This is an optimization exercise on Yosys and OpenROAD, whose aim is small area and a short achievable clock period, not a production implementation. At most, simulation tests tie the RTL to the original design; equivalence was not proved. Power is estimated from default activity; no workload was simulated.

==> inputs of run F <==
## MyComputer
module MyComputer(
	input Clock,
	output [9:0] LEDR,
	input [9:0] SW,
	input [3:0] KEY,
	output [6:0] HEX0,
	output [6:0] HEX1,
	output [6:0] HEX2,
	output [6:0] HEX3,
	output [6:0] HEX4,
	output [6:0] HEX5
);
Settings: LEC_CHECK=0, ABC_AREA=1, CAP_MARGIN=20, CORE_MARGIN=2, CORE_UTILIZATION=40, CTS_BUF_LIST=sky130_fd_sc_hd__clkbuf_16, CTS_CLUSTER_SIZE=40, PLACE_DENSITY=0.6, SLEW_MARGIN=20; clock period 11.0 ns.
standard.sh (not shown) runs the stock make flow with config.mk's settings and CLKGATE_MAP_FILE= SYNTH_SCRIPT=/design/flow/synth_recipe.tcl, a recipe that flattens the netlist after the stock synthesis.
==> flow/flow/run.sh <==
#!/bin/bash
# The standard layout (standard.sh), with buf_2 cells as the port buffers
# instead of the default delay buffers.
bash standard.sh "BUFFER_PORTS_ARGS=-buffer_cell sky130_fd_sc_hd__buf_2" finish > standard.log 2>&1
==> run P (differences from run F) <==
--- a/flow/design.v
+++ b/flow/design.v
@@ -264,20 +264,20 @@
 		k3 <= k2;
 	end
 	wire [3:0] pb = k3 & ~k2;
 	reg [7:0] pdat, dinp;
 	always @(posedge Clock)
 		if (k1[3] & ~KEY[3]) pdat <= SW[7:0];
 	reg [7:0] cnt;
 	reg go, ngo;
-	wire cwrap = (cnt == 8'h68);
+	wire cwrap = (cnt == 8'd250);
 	wire go_n = !rst_n && ((!rst && cwrap) || ts1);
 	always @(posedge Clock) begin
-		cnt <= rst ? 8'h02 : cwrap ? 8'h01 : {cnt[6:0], cnt[7] ^ cnt[5] ^ cnt[4] ^ cnt[3]};
+		cnt <= rst ? 8'd1 : cwrap ? 8'd0 : cnt + 8'd1;
 		go <= go_n;
 		ngo <= !go_n;
 	end
 	reg [6:0] ip;
 	reg [7:0] s0, s1, s2, s3;    
 	reg [3:0] sz;                
 	reg sz5;                     
 	reg [5:0] gout;              
@@ -333,44 +333,52 @@
 			end else begin
 				ma <= {msum[8], msum[8:1]};
 				mq <= {msum[0], mq[7:1]};
 			end
 			mc <= mc + 4'd1;
 		end
 	end
 	wire sum_ov = ma[8] ^ ma[7];
-	reg [6:0] so_n, st_n;  
+	reg [6:0] so, st_n;    
 	reg h2one, h2neg;      
 	reg h3neg;             
 	wire neg = s0[7];
 	wire [3:0] ones, tens;
 	wire ge10, ge100;
-	wire [6:0] sgo, sgt;
+	wire [6:0] so_n, sgt;
 	DecTab dec(.x(s0), .ones(ones), .tens(tens), .ge10(ge10), .ge100(ge100));
-	BcdSeg sg0(.d(ones), .segs(sgo));
+	BcdSeg sg0(.d(ones), .segs(so_n));
 	BcdSeg sg1(.d(tens), .segs(sgt));
 	always @(posedge Clock) begin
 		if (!ngo) begin
 			ip <= nip;
 			if (s0_we) s0 <= ({8{s0_dinp}} & dinp) | ({8{s0_s1}} & s1) |
 				({8{s0_sum}} & ma[7:0]) | ({8{s0_mq}} & mq);
 			if (s1_we) s1 <= s1_s0 ? s0 : s2;
 			if (s2_we) s2 <= s2_s1 ? s1 : s3;
 			if (s3_we) s3 <= s2;
 			if (d_we) begin
-				so_n <= ~sgo;
+				so <= so_n;
 				st_n <= ge10 ? ~sgt : neg ? 7'h40 : 7'h00;
 				h2one <= ge100;
 				h2neg <= neg && ge10 && !ge100;
 				h3neg <= neg && ge100;
 			end
 			if (g_ld0 | g_ldsz) gout[3:0] <= g_ldsz ? sz : 4'd0;
 			if (g_ld0 | g_ldsz | g4_clr | g4_set) gout[4] <= g4_set;
 			if (g_ld0 | g_ldsz | g5_clr | g5_set) gout[5] <= g5_set | (g_ldsz & sz5);
+			if (g_ld0 | g_ldsz | g6_clr | g6_set) begin
+				enA <= g6_set | g_ldsz;
+				enB_n <= !(g6_set | g_ldsz);
+			end
+			if (ip == 7'd0 || ip == 7'd58 || ip == 7'd60 || ip == 7'd63 || ip == 7'd111) begin
+				enC <= ip == 7'd58 || ip == 7'd63 || ip == 7'd111;
+				enD_n <= !(ip == 7'd58 || ip == 7'd63 || ip == 7'd111);
+			end
 			if (f0_clr) flag[0] <= 1'b0;
 			if (f1_clr) flag[1] <= 1'b0;
 			if (f2_clr) flag[2] <= 1'b0;
 			if (f3_clr) flag[3] <= 1'b0;
 			if (f4_we) flag[4] <= f4_sum ? sum_ov : povr;
 			if (f5_we) flag[5] <= f5_shr & sz[0];
 			if (sz_clr) sz <= 4'd0;
 			if (sz_shl) sz <= {sz[2:0], 1'b0};
@@ -384,36 +392,26 @@
 			flag <= 6'd0;
 		end else begin
 			if (pb[0]) flag[0] <= 1'b1;
 			if (pb[1]) flag[1] <= 1'b1;
 			if (pb[2]) flag[2] <= 1'b1;
 			if (pb[3]) begin flag[3] <= 1'b1; dinp <= pdat; end
 		end
 	end
-	wire enA_set = !ngo & (g6_set | g_ldsz);
-	wire enA_clr = !ngo & (g6_clr | g_ld0);
-	wire enC_set = !ngo & (ip == 7'd58 || ip == 7'd63 || ip == 7'd111);
-	wire enC_clr = !ngo & (ip == 7'd0 || ip == 7'd60);
-	always @(posedge Clock) begin
-		enA <= enA_set | (enA & !enA_clr);
-		enB_n <= enA_clr | (enB_n & !enA_set);
-		enC <= enC_set | (enC & !enC_clr);
-		enD_n <= enC_clr | (enD_n & !enC_set);
-	end
 	reg [6:0] hx4, hx5;
 	wire [6:0] hx4_n, hx5_n;
 	HexSeg sg4(.bin(ip[3:0]), .segs(hx4_n));
 	HexSeg sg5(.bin({1'b0, ip[6:4]}), .segs(hx5_n));
 	always @(posedge Clock) begin
 		hx4 <= hx4_n;
 		hx5 <= hx5_n;
 	end
 	assign LEDR = {flag[5], flag[4], flag[3], go, gout};
-	assign HEX0 = {~(so_n[6:4] & {3{enC}}), ~(so_n[3:0] & {4{enA}})};
+	assign HEX0 = {so[6:4] | {3{!enC}}, so[3:0] | {4{!enA}}};
 	assign HEX1 = {~(st_n[6:4] & {3{!enD_n}}), ~(st_n[3:0] & {4{!enB_n}})};
 	assign HEX2 = {!(enC && h2neg), 3'b111, !(enC && h2one), !(enC && h2one), 1'b1};
 	assign HEX3 = {!(!enD_n && h3neg), 6'h3f};
 	assign HEX4 = hx4;
 	assign HEX5 = hx5;
 endmodule
 module Add9(input [8:0] a, input [8:0] b, input cin, output [8:0] s);
 	wire [8:0] p = a ^ b;
==> flow/flow/run.sh (replaced) <==
#!/bin/bash
# The standard layout (standard.sh), with buf_4 cells as the port buffers
# instead of the default delay buffers, and timing repair aimed below the
# clock period.
bash standard.sh "BUFFER_PORTS_ARGS=-buffer_cell sky130_fd_sc_hd__buf_4" SETUP_SLACK_MARGIN=7.5 finish > standard.log 2>&1
Settings changed: CTS_BUF_LIST sky130_fd_sc_hd__clkbuf_16 to sky130_fd_sc_hd__clkbuf_8, CTS_CLUSTER_SIZE 40 to 20.
==> run X (differences from run F) <==
--- a/flow/design.v
+++ b/flow/design.v
@@ -263,23 +263,21 @@
 		k2 <= k1;
 		k3 <= k2;
 	end
 	wire [3:0] pb = k3 & ~k2;
 	reg [7:0] pdat, dinp;
 	always @(posedge Clock)
 		if (k1[3] & ~KEY[3]) pdat <= SW[7:0];
 	reg [7:0] cnt;
-	reg go, ngo;
-	wire cwrap = (cnt == 8'h68);
-	wire go_n = !rst_n && ((!rst && cwrap) || ts1);
+	reg go;
+	wire cwrap = (cnt == 8'd250);
 	always @(posedge Clock) begin
-		cnt <= rst ? 8'h02 : cwrap ? 8'h01 : {cnt[6:0], cnt[7] ^ cnt[5] ^ cnt[4] ^ cnt[3]};
-		go <= go_n;
-		ngo <= !go_n;
+		cnt <= rst ? 8'd1 : cwrap ? 8'd0 : cnt + 8'd1;
+		go <= !rst_n && ((!rst && cwrap) || ts1);
 	end
 	reg [6:0] ip;
 	reg [7:0] s0, s1, s2, s3;    
 	reg [3:0] sz;                
 	reg sz5;                     
 	reg [5:0] gout;              
 	reg enA, enB_n, enC, enD_n;  
 	reg [5:0] flag;
@@ -315,17 +313,17 @@
 	reg mrst, mlast, povr;
 	wire mdone = mc[3] & mc[0];
 	wire msub = mlast & mq[0];
 	wire [8:0] aa = mc[3] ? {s1[7], s1} : ma;
 	wire [8:0] ab = ({s0[7], s0} ^ {9{msub}}) & {9{mc[3] | mq[0]}};
 	wire [8:0] msum;
 	Add9 add(.a(aa), .b(ab), .cin(msub), .s(msum));
 	always @(posedge Clock) begin
-		mrst <= !ngo & (s0_we | s1_we);
+		mrst <= go & (s0_we | s1_we);
 		mlast <= !mrst && (mc == 4'd6);
 		if (mrst) begin
 			ma <= 9'd0;
 			mq <= s1;
 			mc <= 4'd0;
 		end else if (!mdone) begin
 			if (mc[3]) begin
 				ma <= msum;
@@ -333,44 +331,52 @@
 			end else begin
 				ma <= {msum[8], msum[8:1]};
 				mq <= {msum[0], mq[7:1]};
 			end
 			mc <= mc + 4'd1;
 		end
 	end
 	wire sum_ov = ma[8] ^ ma[7];
-	reg [6:0] so_n, st_n;  
+	reg [6:0] so, st;      
 	reg h2one, h2neg;      
 	reg h3neg;             
 	wire neg = s0[7];
 	wire [3:0] ones, tens;
 	wire ge10, ge100;
-	wire [6:0] sgo, sgt;
+	wire [6:0] so_n, st_n;
 	DecTab dec(.x(s0), .ones(ones), .tens(tens), .ge10(ge10), .ge100(ge100));
-	BcdSeg sg0(.d(ones), .segs(sgo));
-	BcdSeg sg1(.d(tens), .segs(sgt));
+	BcdSeg sg0(.d(ones), .segs(so_n));
+	BcdSeg sg1(.d(tens), .segs(st_n));
 	always @(posedge Clock) begin
-		if (!ngo) begin
+		if (go) begin
 			ip <= nip;
 			if (s0_we) s0 <= ({8{s0_dinp}} & dinp) | ({8{s0_s1}} & s1) |
 				({8{s0_sum}} & ma[7:0]) | ({8{s0_mq}} & mq);
 			if (s1_we) s1 <= s1_s0 ? s0 : s2;
 			if (s2_we) s2 <= s2_s1 ? s1 : s3;
 			if (s3_we) s3 <= s2;
 			if (d_we) begin
-				so_n <= ~sgo;
-				st_n <= ge10 ? ~sgt : neg ? 7'h40 : 7'h00;
+				so <= so_n;
+				st <= ge10 ? st_n : neg ? 7'h3f : 7'h7f;
 				h2one <= ge100;
 				h2neg <= neg && ge10 && !ge100;
 				h3neg <= neg && ge100;
 			end
 			if (g_ld0 | g_ldsz) gout[3:0] <= g_ldsz ? sz : 4'd0;
 			if (g_ld0 | g_ldsz | g4_clr | g4_set) gout[4] <= g4_set;
 			if (g_ld0 | g_ldsz | g5_clr | g5_set) gout[5] <= g5_set | (g_ldsz & sz5);
+			if (g_ld0 | g_ldsz | g6_clr | g6_set) begin
+				enA <= g6_set | g_ldsz;
+				enB_n <= !(g6_set | g_ldsz);
+			end
+			if (ip == 7'd0 || ip == 7'd58 || ip == 7'd60 || ip == 7'd63 || ip == 7'd111) begin
+				enC <= ip == 7'd58 || ip == 7'd63 || ip == 7'd111;
+				enD_n <= !(ip == 7'd58 || ip == 7'd63 || ip == 7'd111);
+			end
 			if (f0_clr) flag[0] <= 1'b0;
 			if (f1_clr) flag[1] <= 1'b0;
 			if (f2_clr) flag[2] <= 1'b0;
 			if (f3_clr) flag[3] <= 1'b0;
 			if (f4_we) flag[4] <= f4_sum ? sum_ov : povr;
 			if (f5_we) flag[5] <= f5_shr & sz[0];
 			if (sz_clr) sz <= 4'd0;
 			if (sz_shl) sz <= {sz[2:0], 1'b0};
@@ -384,37 +390,27 @@
 			flag <= 6'd0;
 		end else begin
 			if (pb[0]) flag[0] <= 1'b1;
 			if (pb[1]) flag[1] <= 1'b1;
 			if (pb[2]) flag[2] <= 1'b1;
 			if (pb[3]) begin flag[3] <= 1'b1; dinp <= pdat; end
 		end
 	end
-	wire enA_set = !ngo & (g6_set | g_ldsz);
-	wire enA_clr = !ngo & (g6_clr | g_ld0);
-	wire enC_set = !ngo & (ip == 7'd58 || ip == 7'd63 || ip == 7'd111);
-	wire enC_clr = !ngo & (ip == 7'd0 || ip == 7'd60);
-	always @(posedge Clock) begin
-		enA <= enA_set | (enA & !enA_clr);
-		enB_n <= enA_clr | (enB_n & !enA_set);
-		enC <= enC_set | (enC & !enC_clr);
-		enD_n <= enC_clr | (enD_n & !enC_set);
-	end
 	reg [6:0] hx4, hx5;
 	wire [6:0] hx4_n, hx5_n;
 	HexSeg sg4(.bin(ip[3:0]), .segs(hx4_n));
 	HexSeg sg5(.bin({1'b0, ip[6:4]}), .segs(hx5_n));
 	always @(posedge Clock) begin
 		hx4 <= hx4_n;
 		hx5 <= hx5_n;
 	end
 	assign LEDR = {flag[5], flag[4], flag[3], go, gout};
-	assign HEX0 = {~(so_n[6:4] & {3{enC}}), ~(so_n[3:0] & {4{enA}})};
-	assign HEX1 = {~(st_n[6:4] & {3{!enD_n}}), ~(st_n[3:0] & {4{!enB_n}})};
+	assign HEX0 = {so[6:4] | {3{!enC}}, so[3:0] | {4{!enA}}};
+	assign HEX1 = {st[6:4] | {3{enD_n}}, st[3:0] | {4{enB_n}}};
 	assign HEX2 = {!(enC && h2neg), 3'b111, !(enC && h2one), !(enC && h2one), 1'b1};
 	assign HEX3 = {!(!enD_n && h3neg), 6'h3f};
 	assign HEX4 = hx4;
 	assign HEX5 = hx5;
 endmodule
 module Add9(input [8:0] a, input [8:0] b, input cin, output [8:0] s);
 	wire [8:0] p = a ^ b;
 	wire [8:0] g0 = a & b;
==> flow/flow/run.sh (replaced) <==
#!/bin/bash
# The standard layout (standard.sh), with buf_4 cells as the port buffers
# instead of the default delay buffers, and timing repair aimed below the
# clock period.
bash standard.sh "BUFFER_PORTS_ARGS=-buffer_cell sky130_fd_sc_hd__buf_4" SETUP_SLACK_MARGIN=7.9 finish > standard.log 2>&1
Settings changed: CTS_BUF_LIST sky130_fd_sc_hd__clkbuf_16 to sky130_fd_sc_hd__clkbuf_8, CTS_CLUSTER_SIZE 40 to 20.
==> run C (differences from run F) <==
--- a/flow/design.v
+++ b/flow/design.v
@@ -264,20 +264,20 @@
 		k3 <= k2;
 	end
 	wire [3:0] pb = k3 & ~k2;
 	reg [7:0] pdat, dinp;
 	always @(posedge Clock)
 		if (k1[3] & ~KEY[3]) pdat <= SW[7:0];
 	reg [7:0] cnt;
 	reg go, ngo;
-	wire cwrap = (cnt == 8'h68);
+	wire cwrap = (cnt == 8'd250);
 	wire go_n = !rst_n && ((!rst && cwrap) || ts1);
 	always @(posedge Clock) begin
-		cnt <= rst ? 8'h02 : cwrap ? 8'h01 : {cnt[6:0], cnt[7] ^ cnt[5] ^ cnt[4] ^ cnt[3]};
+		cnt <= rst ? 8'd1 : cwrap ? 8'd0 : cnt + 8'd1;
 		go <= go_n;
 		ngo <= !go_n;
 	end
 	reg [6:0] ip;
 	reg [7:0] s0, s1, s2, s3;    
 	reg [3:0] sz;                
 	reg sz5;                     
 	reg [5:0] gout;              
@@ -333,44 +333,52 @@
 			end else begin
 				ma <= {msum[8], msum[8:1]};
 				mq <= {msum[0], mq[7:1]};
 			end
 			mc <= mc + 4'd1;
 		end
 	end
 	wire sum_ov = ma[8] ^ ma[7];
-	reg [6:0] so_n, st_n;  
+	reg [6:0] so, st;      
 	reg h2one, h2neg;      
 	reg h3neg;             
 	wire neg = s0[7];
 	wire [3:0] ones, tens;
 	wire ge10, ge100;
-	wire [6:0] sgo, sgt;
+	wire [6:0] so_n, st_n;
 	DecTab dec(.x(s0), .ones(ones), .tens(tens), .ge10(ge10), .ge100(ge100));
-	BcdSeg sg0(.d(ones), .segs(sgo));
-	BcdSeg sg1(.d(tens), .segs(sgt));
+	BcdSeg sg0(.d(ones), .segs(so_n));
+	BcdSeg sg1(.d(tens), .segs(st_n));
 	always @(posedge Clock) begin
 		if (!ngo) begin
 			ip <= nip;
 			if (s0_we) s0 <= ({8{s0_dinp}} & dinp) | ({8{s0_s1}} & s1) |
 				({8{s0_sum}} & ma[7:0]) | ({8{s0_mq}} & mq);
 			if (s1_we) s1 <= s1_s0 ? s0 : s2;
 			if (s2_we) s2 <= s2_s1 ? s1 : s3;
 			if (s3_we) s3 <= s2;
 			if (d_we) begin
-				so_n <= ~sgo;
-				st_n <= ge10 ? ~sgt : neg ? 7'h40 : 7'h00;
+				so <= so_n;
+				st <= ge10 ? st_n : neg ? 7'h3f : 7'h7f;
 				h2one <= ge100;
 				h2neg <= neg && ge10 && !ge100;
 				h3neg <= neg && ge100;
 			end
 			if (g_ld0 | g_ldsz) gout[3:0] <= g_ldsz ? sz : 4'd0;
 			if (g_ld0 | g_ldsz | g4_clr | g4_set) gout[4] <= g4_set;
 			if (g_ld0 | g_ldsz | g5_clr | g5_set) gout[5] <= g5_set | (g_ldsz & sz5);
+			if (g_ld0 | g_ldsz | g6_clr | g6_set) begin
+				enA <= g6_set | g_ldsz;
+				enB_n <= !(g6_set | g_ldsz);
+			end
+			if (ip == 7'd0 || ip == 7'd58 || ip == 7'd60 || ip == 7'd63 || ip == 7'd111) begin
+				enC <= ip == 7'd58 || ip == 7'd63 || ip == 7'd111;
+				enD_n <= !(ip == 7'd58 || ip == 7'd63 || ip == 7'd111);
+			end
 			if (f0_clr) flag[0] <= 1'b0;
 			if (f1_clr) flag[1] <= 1'b0;
 			if (f2_clr) flag[2] <= 1'b0;
 			if (f3_clr) flag[3] <= 1'b0;
 			if (f4_we) flag[4] <= f4_sum ? sum_ov : povr;
 			if (f5_we) flag[5] <= f5_shr & sz[0];
 			if (sz_clr) sz <= 4'd0;
 			if (sz_shl) sz <= {sz[2:0], 1'b0};
@@ -384,37 +392,27 @@
 			flag <= 6'd0;
 		end else begin
 			if (pb[0]) flag[0] <= 1'b1;
 			if (pb[1]) flag[1] <= 1'b1;
 			if (pb[2]) flag[2] <= 1'b1;
 			if (pb[3]) begin flag[3] <= 1'b1; dinp <= pdat; end
 		end
 	end
-	wire enA_set = !ngo & (g6_set | g_ldsz);
-	wire enA_clr = !ngo & (g6_clr | g_ld0);
-	wire enC_set = !ngo & (ip == 7'd58 || ip == 7'd63 || ip == 7'd111);
-	wire enC_clr = !ngo & (ip == 7'd0 || ip == 7'd60);
-	always @(posedge Clock) begin
-		enA <= enA_set | (enA & !enA_clr);
-		enB_n <= enA_clr | (enB_n & !enA_set);
-		enC <= enC_set | (enC & !enC_clr);
-		enD_n <= enC_clr | (enD_n & !enC_set);
-	end
 	reg [6:0] hx4, hx5;
 	wire [6:0] hx4_n, hx5_n;
 	HexSeg sg4(.bin(ip[3:0]), .segs(hx4_n));
 	HexSeg sg5(.bin({1'b0, ip[6:4]}), .segs(hx5_n));
 	always @(posedge Clock) begin
 		hx4 <= hx4_n;
 		hx5 <= hx5_n;
 	end
 	assign LEDR = {flag[5], flag[4], flag[3], go, gout};
-	assign HEX0 = {~(so_n[6:4] & {3{enC}}), ~(so_n[3:0] & {4{enA}})};
-	assign HEX1 = {~(st_n[6:4] & {3{!enD_n}}), ~(st_n[3:0] & {4{!enB_n}})};
+	assign HEX0 = {so[6:4] | {3{!enC}}, so[3:0] | {4{!enA}}};
+	assign HEX1 = {st[6:4] | {3{enD_n}}, st[3:0] | {4{enB_n}}};
 	assign HEX2 = {!(enC && h2neg), 3'b111, !(enC && h2one), !(enC && h2one), 1'b1};
 	assign HEX3 = {!(!enD_n && h3neg), 6'h3f};
 	assign HEX4 = hx4;
 	assign HEX5 = hx5;
 endmodule
 module Add9(input [8:0] a, input [8:0] b, input cin, output [8:0] s);
 	wire [8:0] p = a ^ b;
 	wire [8:0] g0 = a & b;
==> flow/flow/run.sh (replaced) <==
#!/bin/bash
# The standard layout (standard.sh) with three changes to how it is made:
# buf_4 cells as the port buffers instead of the default delay buffers,
# timing repair aimed below the clock period, and an area-oriented ABC
# mapping script (flow/abc_area.script) in a copy of the ORFS scripts.
set -e
rm -rf scripts_copy
cp -r "$FLOW_HOME/scripts" scripts_copy
cp flow/abc_area.script scripts_copy/abc_area.script
bash standard.sh SCRIPTS_DIR="$PWD/scripts_copy" \
	"BUFFER_PORTS_ARGS=-buffer_cell sky130_fd_sc_hd__buf_4" \
	SETUP_SLACK_MARGIN=7.9 finish > standard.log 2>&1
==> flow/flow/abc_area.script (new file) <==
strash
dch
amap
topo
Settings changed: CTS_BUF_LIST sky130_fd_sc_hd__clkbuf_16 to sky130_fd_sc_hd__clkbuf_8, CTS_CLUSTER_SIZE 40 to 20.
==> summary.txt <==
Drt
  • DR iter-0 viols: 863
  • Wire length on met1: 10800 um

Logic synthesis
  • Synth top area cells: edfxtp_1 29%, dfxtp_1 17%, nand2_1 13%, inv_1 5.1%, nand3_1 4.5%
  • Mean Syn Cell Area: 7.93 um^2

Power
  • Power consumption: 3.34 mW

Worst setup path
  • Crit path from: enC
  • Flop2flop setup slack: 7.82 ns

Placement
  • Routability Congestion: 0.974

STA
  • Fmax: 303 MHz

Finish
  • Fraction of layout cells with a size suffix above 1: 0.105
  • Reg area: 4090 um^2
  • Multi-input gate share of total cell area: 0.407

Outcome
  • Status: no timing/DRC/antenna violations

Die
  • Die outline height: 153 um
# the run above: run F

==> summary.txt <==
Finish
  • Fraction of layout cells with a size suffix above 1: 0.224
  • Multi-input gate share of total cell area: 0.380
  • Reg area: 4170 um^2

STA
  • Fmax: 281 MHz

Logic synthesis
  • Area leader, netlist: edfxtp_1
  • Synth top area cells: edfxtp_1 33%, dfxtp_1 18%, nor2_1 6.5%, clkinv_1 5.5%, ha_1 4.6%
  • Mean Syn Cell Area: 9.16 um^2

Power
  • Power consumption: 3.33 mW

Worst setup path
  • Flop2flop setup slack: 8.00 ns
  • Crit path from: enA

Outcome
  • Status: no timing/DRC/antenna violations

Drt
  • DR iter-0 viols: 958

Placement
  • Routability Congestion: 0.984
# the run above: run C

==> summary.txt <==
Drt
  • DR iter-0 viols: 993
  • Wire length on met1: 11200 um

Placement
  • Routability Congestion: 0.961

Finish
  • Multi-input gate share of total cell area: 0.414
  • Reg area: 4130 um^2
  • Fraction of layout cells with a size suffix above 1: 0.109

Logic synthesis
  • Mean Syn Cell Area: 7.79 um^2

Outcome
  • Status: no timing/DRC/antenna violations

STA
  • Fmax: 298 MHz

Worst setup path
  • Flop2flop setup slack: 7.84 ns
  • Crit path from: enD_n
# the run above: run P

==> summary.txt <==
Worst setup path
  • Flop2flop setup slack: 8.07 ns
  • Crit path from: enB_n

Finish
  • Most frequent cells in the layout: 262 x nand2_1, 128 x inv_1, 111 x nor2_1, 89 x edfxtp_1, 76 x o21ai_0
  • Fraction of layout cells with a size suffix above 1: 0.146
  • Reg area: 4140 um^2

Drt
  • Wire length on met1: 10800 um

STA
  • Final WS setup: 7.54 ns
  • Fmax: 289 MHz

Outcome
  • Status: no timing/DRC/antenna violations

Power
  • Power Clock: 411 uW
  • Power consumption: 1.15 mW

Logic synthesis
  • Mean Syn Cell Area: 7.94 um^2
  • Synth top area cells: edfxtp_1 30%, dfxtp_1 16%, nand2_1 11%, inv_1 5.4%, nor2_1 4.7%

Die
  • Die ar.: 23500 um^2
# the run above: run X

Function not checked in run P, run X and run C: the RTL went through the layout flow alone.

## port drivers added, routing unchanged
Ports are ideal in the flow. The routed layouts listed here were re-timed in OpenROAD. Step 1, drivers: a clkbuf_16 drives Clock and a buf_2 each remaining input, both assumed. Step 2 adds t to the input delays and takes it off the output delays; t is the mean of the earliest and latest rising clock arrival at the registers after step 1. Input paths then give back, and output paths get back, about the clock's delay inside the block. Three values: ideal, step 1, step 2; two values: the first two.
run | shift t [ns] | setup WS [ns] | worst setup path after step 2 | latest minus earliest clock arrival (ns)
run F | 0.466 | 7.703 / 7.659 / 7.817 | register to register | 0.010 / 0.009
run P | 0.504 | 7.648 / 7.611 / 7.844 | register to register | 0.019 / 0.019
run X | 0.494 | 7.543 / 7.503 / 7.861 | input to register | 0.013 / 0.014
run C | 0.501 | 7.440 / 7.404 / 7.859 | input to register | 0.010 / 0.010
After both steps every run listed still meets setup and hold.
